Background: an optimization exercise with open tools, aiming at small area, a short achievable clock period and few clock cycles. Do not read the settings as production practice. For this run, only the layout was checked, not whether the RTL still works. Power is estimated from default activity; no workload was simulated.

==> flow/run.sh <==
#!/bin/bash
# synth_recipe.tcl (not shown) runs the flow's synth.tcl, then flattens the netlist and writes it again
# the make line also repeats each setting of config.mk as NAME=value (left out here)
make -C /OpenROAD-flow-scripts/flow DESIGN_CONFIG=/design/flow/config.mk WORK_HOME=/design/flow/orfs CLKGATE_MAP_FILE= SYNTH_SCRIPT=/design/flow/synth_recipe.tcl finish
==> flow/config.mk <==
export PLATFORM = sky130hd
export DESIGN_NAME = ysyx_24090012
export DESIGN_NICKNAME = ysyx_24090012
export VERILOG_FILES = /design/flow/design.v
export SDC_FILE = /design/flow/constraint.sdc
export NUM_CORES = 4
export LEC_CHECK = 0
export CAP_MARGIN = 20
export CORE_MARGIN = 2
export CORE_UTILIZATION = 30
export SLEW_MARGIN = 20
==> flow/constraint.sdc <==
create_clock -name core_clock -period 16.0 [get_ports {clk}]
set_input_delay 3.2000 -clock core_clock [delete_from_list [all_inputs] [get_ports {clk}]]
set_output_delay 3.2000 -clock core_clock [all_outputs]
set_load 0.01 [all_outputs]
==> flow/design.v <==
module ysyx_24090012(
    input         clk,          
    input         reset,          
    input         io_interrupt,   
    input         io_master_awready,
    output        io_master_awvalid,
    output [31:0] io_master_awaddr,
    output [3:0]  io_master_awid,
    output [7:0]  io_master_awlen,
    output [2:0]  io_master_awsize,
    output [1:0]  io_master_awburst,
    input         io_master_wready,
    output        io_master_wvalid,
    output [31:0] io_master_wdata,
    output [3:0]  io_master_wstrb,
    output        io_master_wlast,
    output        io_master_bready,
    input         io_master_bvalid,
    input  [1:0]  io_master_bresp,
    input  [3:0]  io_master_bid,
    input         io_master_arready,
    output        io_master_arvalid,
    output [31:0] io_master_araddr,
    output [3:0]  io_master_arid,
    output [7:0]  io_master_arlen,
    output [2:0]  io_master_arsize,
    output [1:0]  io_master_arburst,
    output        io_master_rready,
    input         io_master_rvalid,
    input  [1:0]  io_master_rresp,
    input  [31:0] io_master_rdata,
    input         io_master_rlast,
    input  [3:0]  io_master_rid
);
localparam NL = 4;               
localparam LB = 2;               
localparam NW = 4;               
localparam WB = 2;               
localparam TB = 32 - LB - WB - 2;
reg  [31:0] pcf;
reg  [31:0] cdata [0:NL*NW-1];
reg  [TB-1:0] ctag [0:NL-1];
reg  [NL-1:0] cval;
reg  [31:0] rf [1:15];
reg         x_valid;
reg  [31:0] x_pc, x_inst, x_a, x_b;
reg         x_pred, x_tz;
reg  [1:0]  bstate;              
localparam B_IDLE = 2'd0, B_WR = 2'd1, B_LD = 2'd2, B_IF = 2'd3;
reg         ar_v, aw_v, w_v;
reg  [31:0] ar_addr;
reg  [7:0]  ar_len;
reg  [2:0]  ar_size;
reg  [31:0] st_addr, st_data;
reg  [3:0]  st_strb;
reg  [2:0]  st_size;
reg         st_pend;
reg  [LB-1:0] fill_idx;
reg  [TB-1:0] fill_tag;
reg  [WB-1:0] fill_beat;
reg         ld_issued;
reg         ld_clint;
reg  [31:0] clint_q;
reg         r_v;
reg  [31:0] r_pc;
reg  [31:0] mstatus, mtvec, mepc, mcause;
reg         pend_v;
reg  [1:0]  pend_sel;
reg  [31:0] pend_data;
reg  [11:0] tpre;
reg  [57:0] tcnt;
wire [LB-1:0] f_idx = pcf[LB+WB+1:WB+2];
wire [TB-1:0] f_tag = pcf[31:LB+WB+2];
wire        f_hit = cval[f_idx] && (ctag[f_idx] == f_tag);
wire [31:0] f_inst = cdata[{f_idx, pcf[WB+1:2]}];
wire [6:0]  f_op  = f_inst[6:0];
wire [3:0]  f_rs1 = f_inst[18:15];
wire [3:0]  f_rs2 = f_inst[23:20];
wire        f_use1 = !(f_op == 7'b0110111 || f_op == 7'b0010111 || f_op == 7'b1101111);
wire        f_use2 = (f_op == 7'b0110011 || f_op == 7'b1100011 || f_op == 7'b0100011);
wire        f_is_br  = (f_op == 7'b1100011);
wire        f_is_jal = (f_op == 7'b1101111);
wire [31:0] f_bimm = {{20{f_inst[31]}}, f_inst[7], f_inst[30:25], f_inst[11:8], 1'b0};
wire [31:0] f_jimm = {{12{f_inst[31]}}, f_inst[19:12], f_inst[20], f_inst[30:21], 1'b0};
wire [31:0] f_tgt  = pcf + (f_is_jal ? f_jimm : f_bimm);
wire        f_tz   = (f_tgt == 32'h0);
wire        f_pred = (f_is_jal || (f_is_br && f_inst[31])) && !f_tz;
wire [31:0] f_pc4  = pcf + 32'd4;
wire [6:0]  op = x_inst[6:0];
wire [2:0]  f3 = x_inst[14:12];
wire [6:0]  f7 = x_inst[31:25];
wire [3:0]  x_rd = x_inst[10:7];
wire        is_lui   = (op == 7'b0110111);
wire        is_auipc = (op == 7'b0010111);
wire        is_jal   = (op == 7'b1101111);
wire        is_jalr  = (op == 7'b1100111);
wire        is_br    = (op == 7'b1100011);
wire        is_ld    = (op == 7'b0000011);
wire        is_st    = (op == 7'b0100011);
wire        is_opi   = (op == 7'b0010011);
wire        is_op    = (op == 7'b0110011);
wire        is_sys   = (op == 7'b1110011);
wire        x_wen_op = is_opi | is_lui | is_auipc | is_sys | is_jal | is_jalr | is_op | is_ld;
wire [11:0] x_csr = x_inst[31:20];
wire        is_ecall = is_sys && f3 == 3'b000 && x_csr == 12'h000;
wire        is_mret  = is_sys && f3 == 3'b000 && x_csr == 12'h302;
wire        is_ebrk  = is_sys && f3 == 3'b000 && x_csr == 12'h001;
wire [31:0] imm_i = {{20{x_inst[31]}}, x_inst[31:20]};
wire [31:0] imm_s = {{20{x_inst[31]}}, x_inst[31:25], x_inst[11:7]};
wire [31:0] imm_b = {{20{x_inst[31]}}, x_inst[7], x_inst[30:25], x_inst[11:8], 1'b0};
wire [31:0] imm_u = {x_inst[31:12], 12'b0};
wire        f7_0  = (f7 == 7'b0000000);
wire        f7_20 = (f7 == 7'b0100000);
wire        op_ok = f7_0 || (f7_20 && (f3 == 3'b000 || f3 == 3'b101));
wire        opi_ok = !((f3 == 3'b001 && !f7_0) || (f3 == 3'b101 && !f7_0 && !f7_20));
wire [31:0] opb = (is_op || is_br) ? x_b : (is_st ? imm_s : imm_i);
wire        do_sub = is_op && f7[5];
wire [31:0] sum = x_a + (do_sub ? ~opb : opb) + {31'b0, do_sub};
wire        ltu = (x_a < opb);
wire        lts = ($signed(x_a) < $signed(opb));
wire        eq  = (x_a == opb);
wire [4:0]  shamt = opb[4:0];
wire [31:0] sll = x_a << shamt;
wire [31:0] shr = $signed({f7[5] & x_a[31], x_a}) >>> shamt;
reg  [31:0] alu;
always @(*) begin
    case (f3)
        3'd0: alu = sum;
        3'd1: alu = sll;
        3'd2: alu = {31'b0, lts};
        3'd3: alu = is_op ? {31'b0, ltu} : {31'b0, (x_a == 32'h0)};
        3'd4: alu = x_a ^ opb;
        3'd5: alu = shr[31:0];
        3'd6: alu = x_a | opb;
        default: alu = x_a & opb;
    endcase
end
wire        c_mstatus = (x_csr == 12'h300);
wire        c_mtvec   = (x_csr == 12'h305);
wire        c_mepc    = (x_csr == 12'h341);
wire        c_mcause  = (x_csr == 12'h342);
wire [31:0] csr_rd = (c_mstatus ? mstatus : 32'h0) | (c_mtvec ? mtvec : 32'h0) |
                     (c_mepc ? mepc : 32'h0) | (c_mcause ? mcause : 32'h0) |
                     ((x_csr == 12'hF11) ? 32'h79737978 : 32'h0) |
                     ((x_csr == 12'hF12) ? 32'h016F959E : 32'h0);
wire        is_csrw = is_sys && (f3 == 3'b001 || f3 == 3'b010);
wire        csr_wr  = is_csrw && (c_mstatus || c_mtvec || c_mepc || c_mcause);
wire [31:0] pc4 = x_pc + 32'd4;
wire [31:0] zext8 = {24'b0, x_a[7:0]};
reg  [31:0] res;
always @(*) begin
    if (is_op)            res = op_ok ? alu : zext8;
    else if (is_opi)      res = opi_ok ? alu : zext8;
    else if (is_lui)      res = imm_u;
    else if (is_auipc)    res = x_pc + imm_u;
    else if (is_jal || is_jalr) res = pc4;
    else if (is_sys)      res = is_csrw ? csr_rd : ((f3 == 3'b000 && (is_ecall || is_mret || is_ebrk)) ? 32'h0 : zext8);
    else                  res = 32'h0;
end
reg br_cond;
always @(*) begin
    case (f3)
        3'b000: br_cond = eq;
        3'b001: br_cond = !eq;
        3'b100: br_cond = lts;
        3'b101: br_cond = !lts;
        3'b110: br_cond = ltu;
        3'b111: br_cond = !ltu;
        default: br_cond = 1'b0;
    endcase
end
wire        br_eff  = (is_jal || (is_br && br_cond)) && !x_tz;
wire        mispred = x_valid && (is_br || is_jal) && (br_eff != x_pred);
wire [31:0] br_pc   = br_eff ? (x_pc + imm_b) : pc4;
wire        x_redir_op = is_jalr || is_ecall || is_mret;
wire [31:0] redir_raw = is_jalr ? {sum[31:1], 1'b0} : (is_ecall ? mtvec : mepc);
wire [1:0]  lo = sum[1:0];
wire [2:0]  ld_size = (f3 == 3'b001 || f3 == 3'b101) ? 3'd1 : (f3 == 3'b010) ? 3'd2 : 3'd0;
wire [2:0]  sd_size = (f3 == 3'b001) ? 3'd1 : (f3 == 3'b010) ? 3'd2 : 3'd0;
reg  [3:0]  sd_strb;
always @(*) begin
    case (sd_size)
        3'd0: sd_strb = 4'b0001 << lo;
        3'd1: sd_strb = (lo == 2'b00) ? 4'b0011 : (lo == 2'b10) ? 4'b1100 : 4'b0000;
        default: sd_strb = (lo == 2'b00) ? 4'b1111 : 4'b0000;
    endcase
end
wire [31:0] sd_data = (sd_size == 3'd0) ? {4{x_b[7:0]}} : (sd_size == 3'd1) ? {2{x_b[15:0]}} : x_b;
wire        is_clint = (sum[31:16] == 16'h0200);
wire [31:0] tword = (sum[3:0] == 4'hC) ? {6'b0, tcnt[57:32]} : tcnt[31:0];
wire        bus_free = (bstate == B_IDLE) ||
                       (bstate == B_WR && io_master_bvalid) ||
                       ((bstate == B_LD || bstate == B_IF) && io_master_rvalid && io_master_rlast);
wire        st_can  = !st_pend || (w_v && io_master_wready);
wire        x_st_go = x_valid && is_st && st_can;
wire        ld_req  = x_valid && is_ld && !ld_issued && !st_pend && !x_st_go;
wire        ld_done_axi = ld_issued && !ld_clint && (bstate == B_LD) && io_master_rvalid;
wire        ld_done = ld_done_axi || (ld_issued && ld_clint);
wire [31:0] ld_word = ld_clint ? clint_q : io_master_rdata;
wire [1:0]  ld_lo = lo;
wire        ld_uns = (f3 == 3'b100 || f3 == 3'b101);
reg  [31:0] ld_val;
always @(*) begin
    case (ld_size)
        3'd0: begin
            case (ld_lo)
                2'd0: ld_val = {{24{!ld_uns & ld_word[7]}},  ld_word[7:0]};
                2'd1: ld_val = {{24{!ld_uns & ld_word[15]}}, ld_word[15:8]};
                2'd2: ld_val = {{24{!ld_uns & ld_word[23]}}, ld_word[23:16]};
                default: ld_val = {{24{!ld_uns & ld_word[31]}}, ld_word[31:24]};
            endcase
        end
        3'd1: ld_val = (ld_lo == 2'd0) ? {{16{!ld_uns & ld_word[15]}}, ld_word[15:0]} :
                       (ld_lo == 2'd2) ? {{16{!ld_uns & ld_word[31]}}, ld_word[31:16]} : 32'h0;
        default: ld_val = (ld_lo == 2'd0) ? ld_word : 32'h0;
    endcase
end
wire        x_done  = !x_valid || (is_st ? st_can : (is_ld ? ld_done : 1'b1));
wire        x_stall = !x_done;
wire        x_ret   = x_valid && x_done;
wire [31:0] wb_data = is_ld ? ld_val : res;
wire        x_wr    = x_ret && x_wen_op && (x_rd != 4'd0);
wire        fwd_ok = x_valid && x_wen_op && !is_ld && (x_rd != 4'd0);
wire [31:0] rf1 = (f_rs1 == 4'd0) ? 32'h0 : rf[f_rs1];
wire [31:0] rf2 = (f_rs2 == 4'd0) ? 32'h0 : rf[f_rs2];
wire [31:0] f_a = (fwd_ok && x_rd == f_rs1) ? res : rf1;
wire [31:0] f_b = (fwd_ok && x_rd == f_rs2) ? res : rf2;
wire        f_haz = x_valid && is_ld && (x_rd != 4'd0) &&
                    ((f_use1 && f_rs1 == x_rd) || (f_use2 && f_rs2 == x_rd));
wire        f_block = r_v || (x_valid && x_redir_op) || mispred;
wire        f_adv = f_hit && !x_stall && !f_haz && !f_block;
wire        if_req = !f_hit && !f_block && (bstate != B_IF);
integer i;
always @(posedge clk) begin
    if (reset) begin
        pcf <= 32'h3000_0000;
        cval <= {NL{1'b0}};
        x_valid <= 1'b0;
        bstate <= B_IDLE;
        ar_v <= 1'b0; aw_v <= 1'b0; w_v <= 1'b0;
        st_pend <= 1'b0;
        ld_issued <= 1'b0; ld_clint <= 1'b0;
        r_v <= 1'b0;
        mstatus <= 32'h0; mtvec <= 32'h0; mepc <= 32'h0; mcause <= 32'h0;
        pend_v <= 1'b0;
        tpre <= 12'h0; tcnt <= 58'h0;
    end else begin
        tpre <= tpre + 12'h1;
        if (tpre == 12'hFFF) tcnt <= tcnt + 58'h1;
        if (r_v) pcf <= r_pc;
        else if (mispred) pcf <= br_pc;
        else if (f_adv) pcf <= f_pred ? f_tgt : f_pc4;
        r_v <= 1'b0;
        if (x_ret && x_redir_op) begin
            r_v <= 1'b1;
            r_pc <= (redir_raw == 32'h0) ? pc4 : redir_raw;
        end
        if (!x_stall) begin
            x_valid <= f_adv;
            x_pc <= pcf; x_inst <= f_inst; x_a <= f_a; x_b <= f_b;
            x_pred <= f_pred; x_tz <= f_tz;
        end
        if (x_wr) rf[x_rd] <= wb_data;
        if (x_ret) begin
            if (pend_v) begin
                case (pend_sel)
                    2'd0: mstatus <= pend_data;
                    2'd1: mtvec <= pend_data;
                    2'd2: mepc <= pend_data;
                    default: mcause <= pend_data;
                endcase
            end
            pend_v <= csr_wr;
            pend_sel <= c_mstatus ? 2'd0 : c_mtvec ? 2'd1 : c_mepc ? 2'd2 : 2'd3;
            pend_data <= (f3 == 3'b001) ? x_a : (csr_rd | x_a);
            if (is_ecall) begin
                mepc <= x_pc;
                mcause <= 32'h0000000b;
            end
        end
        if (w_v && io_master_wready) st_pend <= 1'b0;
        if (x_st_go) begin
            st_pend <= 1'b1;
            st_addr <= sum; st_data <= sd_data; st_strb <= sd_strb; st_size <= sd_size;
        end
        if (ld_done) begin ld_issued <= 1'b0; ld_clint <= 1'b0; end
        if (ld_req && is_clint) begin
            ld_issued <= 1'b1; ld_clint <= 1'b1; clint_q <= tword;
        end
        if (ar_v && io_master_arready) ar_v <= 1'b0;
        if (aw_v && io_master_awready) aw_v <= 1'b0;
        if (w_v && io_master_wready) w_v <= 1'b0;
        if (bstate == B_IF && io_master_rvalid) begin
            cdata[{fill_idx, fill_beat}] <= io_master_rdata;
            fill_beat <= fill_beat + 1'b1;
            if (io_master_rlast) begin
                ctag[fill_idx] <= fill_tag;
                cval[fill_idx] <= 1'b1;
            end
        end
        if (bus_free) begin
            bstate <= B_IDLE;
            if (st_pend || x_st_go) begin
                bstate <= B_WR;
                aw_v <= 1'b1; w_v <= 1'b1;
            end else if (ld_req && !is_clint) begin
                bstate <= B_LD;
                ar_v <= 1'b1; ar_addr <= sum; ar_len <= 8'd0; ar_size <= ld_size;
                ld_issued <= 1'b1;
            end else if (if_req) begin
                bstate <= B_IF;
                ar_v <= 1'b1; ar_addr <= {pcf[31:WB+2], {(WB+2){1'b0}}};
                ar_len <= NW - 1; ar_size <= 3'd2;
                fill_idx <= f_idx; fill_tag <= f_tag; fill_beat <= {WB{1'b0}};
                cval[f_idx] <= 1'b0;
            end
        end
    end
end
assign io_master_awvalid = aw_v;
assign io_master_awaddr  = st_addr;
assign io_master_awid    = 4'h0;
assign io_master_awlen   = 8'd0;
assign io_master_awsize  = st_size;
assign io_master_awburst = 2'b01;
assign io_master_wvalid  = w_v;
assign io_master_wdata   = st_data;
assign io_master_wstrb   = st_strb;
assign io_master_wlast   = 1'b1;
assign io_master_bready  = 1'b1;
assign io_master_arvalid = ar_v;
assign io_master_araddr  = ar_addr;
assign io_master_arid    = 4'h0;
assign io_master_arlen   = ar_len;
assign io_master_arsize  = ar_size;
assign io_master_arburst = 2'b01;
assign io_master_rready  = 1'b1;
endmodule
==> notes.md <==
-- sequential cells by signal (all words and copies together), names as in the netlist, 26 cells and up, named ones only --
| register | cells |
|---|---|
| ar_addr | 32 |
| cdata | 512 |
| clint_q | 32 |
| ctag | 104 |
| fill_tag | 26 |
| mcause | 32 |
| mepc | 32 |
| mstatus | 32 |
| mtvec | 32 |
| pcf | 32 |
| pend_data | 32 |
| r_pc | 32 |
| rf | 480 |
| st_addr | 32 |
| st_data | 32 |
| tcnt | 58 |
| x_a | 32 |
| x_b | 32 |
| x_inst | 32 |
| x_pc | 32 |
-- how the worst max path moves through the flow --
stage	cells past startpoint	slack, ns	endpoint	start
2_1_floorplan	4	6.16	x_a[0]	reset
3_3_place_gp	22	6.80	fill_tag[25]	x_inst[2]
3_5_place_dp	23	6.75	fill_tag[25]	x_inst[2]
4_1_cts	22	6.66	fill_tag[16]	x_inst[2]
5_1_grt	22	6.12	fill_tag[16]	x_inst[2]
6_report	24	6.46	fill_tag[16]	x_inst[2]
-- cells in the mapped netlist, types with 27 or more instances --
cell,instances,area [um2]
nor3_1,111,555.5
a22o_1,28,245.2
o21ai_1,28,140.1
xor2_1,97,849.6
or3_1,40,250.2
a21oi_1,473,2367
nand3_1,141,705.7
nor4_1,27,168.9
inv_1,133,499.2
mux2i_1,223,2232
and3_1,50,312.8
dfxtp_1,249,4985
ha_1,188,2352
edfxtp_1,1459,43810
and2_1,32,200.2
nand4_1,50,312.8
buf_1,75,281.5
o22ai_1,31,193.9
a211oi_1,55,412.9
a31oi_1,84,525.5
a21o_1,59,442.9
a22oi_1,81,608.1
nand2b_1,29,181.4
buf_2,68,340.3
nor2b_1,34,212.7
clkbuf_1,323,1212
o21ai_0,298,1491
o221ai_1,27,236.5
o21a_1,39,292.8
xnor2_1,170,1489
a311oi_1,45,394.1
buf_4,39,292.8
mux4_2,436,9819
nor2_1,525,1971
mux2_2,100,1126
nand2_1,851,3194
o211ai_1,61,457.9
-- metal layers --
layer / GRT usage / wire [um]
met1: 0.2803 / 129800
met2: 0.3290 / 148200
met3: 0.04420 / 32150
met4: 0.1125 / 19470
met5: 0 / 115
-- layout make-up --
cell class	count	share of cell area
diodes	11	0.0002720
well taps	3919	0.04845
repair buffers	382	0.03271
multi-input cells	4799	0.3729
inverters	142	0.005266
flip-flops and latches	1708	0.4823
clock inverters	103	0.009779
clock buffers	227	0.04832
-- logic make-up after synthesis --
kind of cell	Yosys count	synth area share
buf+inv	652	0.03066
fa+ha+maj	192	0.02745
simple gates	1962	0.09785
other cells	2	0.00008475
compound gates	1574	0.1160
xor+xnor	270	0.02707
flops	1708	0.5507
mux	770	0.1502
-- cells in the final DEF, fill, tap and decap left out, types with 29 or more instances in the layout --
master,netlist,final
ha_1,188,188
buf_4,39,222
nand4_1,50,50
nand3_1,141,139
nor2b_1,34,34
a311oi_1,45,44
o21a_1,39,38
xor2_1,97,96
clkdlybuf4s50_1,0,147
a211oi_1,55,52
clkinv_2,0,30
mux2_2,100,100
o21ai_0,298,297
edfxtp_1,1459,1459
nor2_1,525,491
or3_1,40,39
and3_1,50,49
nand2b_1,29,29
clkinv_1,6,39
clkbuf_16,0,188
a21oi_1,473,460
conb_1,2,31
nor3_1,111,95
o21ai_1,28,29
mux4_2,436,435
nand2_1,851,850
clkbuf_1,323,35
a22oi_1,81,81
inv_1,133,132
mux2i_1,223,219
o211ai_1,61,61
a21o_1,59,59
xnor2_1,170,167
and2_1,32,31
a31oi_1,84,82
dfxtp_1,249,244
o22ai_1,31,31
-- stage by stage --
stage	area (um2)	hold slack (ns)	utilization	setup WS [ns]	instances
final	101200	0.4452	0.3445	6.462	11290
after global routing	101200	0.4686	0.3444	6.116	11280
after CTS	101000	0.4506	0.3439	6.658	11270
after detailed placement	95150	0.4370	0.3238	6.754	10940
after global placement	95130	0.4240	0.3238	6.797	10940
after floorplan	88720	0.4132	-	6.161	7159
-- power breakdown --
group	internal, mW	switching (mW)	total, mW
registers	4.85	0.0444	4.90
logic	0.181	0.419	0.600
clock network	2.45	1.81	4.25
-- critical path: stages, from the launching register on --
cell,delay (ns)
edfxtp_1,0.74
nand2b_1,0.73
o41ai_1,0.15
a211o_2,0.37
buf_4,0.29
inv_2,0.09
buf_4,0.66
xnor2_1,0.24
inv_1,0.09
fa_1,0.40
nor2b_1,0.19
o31a_1,0.29
o211ai_1,0.27
a21oi_1,0.48
o22ai_1,0.18
xnor2_1,0.18
or4_1,0.53
or3_1,0.32
nor3_1,0.52
a31oi_4,0.15
buf_4,0.33
inv_2,0.10
buf_4,0.37
and3_1,0.42
and2_2,0.76
==> notes.md <==
- Gate count of the mapped netlist: 7130
- Register bit total from synthesis: roughly 1700
- PnR Total Power: between 9 and 10 mW
- Clock Root Buffer: clkbuf_16
- Tot GR Track Use: 0.2127
- WL final: about 330000 um
- Global route total overflow: 0
- Ys flop type: edfxtp_1
- Final Hold Viols: 0
- Std-Cell Rows: roughly 200
- Starting Density: 0.3016
- Hold Path Origin: tpre[0]
- Hold buffers post-CTS: 0
- Clk slew on worst S/H paths: 0.06 ns
- CP Data Required Time: ~16 ns
- Initial antenna violation count: 27
- Clock H-tree levels: 4
- Vias in the first global route: ~63000
- Worst setup EP type: register
- EDFF count, synth: ~1500
- Ports: about 190
- Die Width: ~550 um
- CP Max Fanout: 53
- Post-DP HPWL: between 200000 and 250000 um
- Via count: between 60000 and 70000
- Async set or reset register ratio after synthesis: 0
- Minimum clock period: about 9.5 ns
- DRT Pass-1 Iters: 24
- Finish-stage setup viols: 0
- Die height: around 550 um
- Slew HR: 0.1697
- Die area: between 200000 and 300000 um2
- Port Buffers: between 100 and 150
- Syn Area/Cell: roughly 12 um2
- Synth cell types: roughly 120
- Clock buffer depth: 4
- Area of the multi-input gates: roughly 38000 um2
- Pwr/cell area: 96.36 nW/um2
- CP Launch Type: register
- Core ar.: about 290000 um2
- Critical path class: reg2reg
- FILL cells: ~29000
- Post-CTS Resized: 0
- First-pass GRT wire length: between 400000 and 500000 um
- Maximum vdd drop: roughly 0.09 mV
- Share of cells above drive strength 1: 0.1619
- CTS tree: yes
- RSZ-0062 raised after global routing: false
- Clk sink count: around 1700
- Total negative setup slack: 0 ns
- F_max: about 100 MHz
- Final Wtd Congestion: 0.9692
- Status: complete, no violations
- Sequential share of the synthesized area: 0.5507
- FF-to-FF End: fill_tag[16]
- Post-CTS Setup Bufs: 0
- DRC: 0
- Antenna Violating Nets Remaining: 0
- Max cap viols: 0
- Worst-Skew Late Latency: 0.89 ns
- Per-cell routed wire length: 29.20 um
- Cts bufs inserted: approximately 180
- Worst r2r path cells: 24
- Layout Skew: between 0.09 and 0.1 ns
- Hold depth: 1
- Ys Warns: 1
- Worst slew pin tran: between 1 and 1.5 ns
- Vias per std cell: slightly below 6
- R2r setup slk: approximately 6.5 ns
- Min-Delay Endpoint: tpre[0]
- Layout area overhead: 14.22%
- Final period util: 0.5961
- Total Nets Final: roughly 7500
- Register area: between 40000 and 50000 um2
- Mapped Area: 88610 um2
- Iteration-0 DRC Markers: about 9000
- Slew Viols, Final: 0
- Leak Pwr: ~33 nW
- WP data arrival: ~10 ns
- Worst hold path class: reg2reg
- Largest net degree at the start of global routing: approximately 160
- Critical R2R Launch: x_inst[2]

[afterwards: timing with drivers on the ports]
The results above use ideal ports. As a check the final layout listed here was re-extracted and re-timed, cells and wires unchanged.
Step 1 (the two cells are an assumption about what drives the block):
set clk [get_ports {clk}]
set_driving_cell -lib_cell sky130_fd_sc_hd__clkbuf_16 $clk
set_driving_cell -lib_cell sky130_fd_sc_hd__buf_2 [delete_from_list [all_inputs] $clk]
Step 2 adds t to the input delays and takes it off the output delays; t is the mean of the earliest and latest rising clock arrival at the registers after step 1. Input paths then give back, and output paths get back, about the clock's delay inside the block.
a / b / c = ideal / step 1 / step 2; a / b = the first two.
shift t [ns]: 0.947
slack for setup (ns): 6.462 / 6.462 / 6.462
worst hold slack (ns): 0.445 / 0.445 / 0.445
worst slew at a driven data input, ns: 0.19
cell pins on the clock port's net: 1
After both steps setup and hold are still met in this run. For this run, drivers alone change the setup slack by 0.000 ns; drivers and shift together by 0.000 ns.
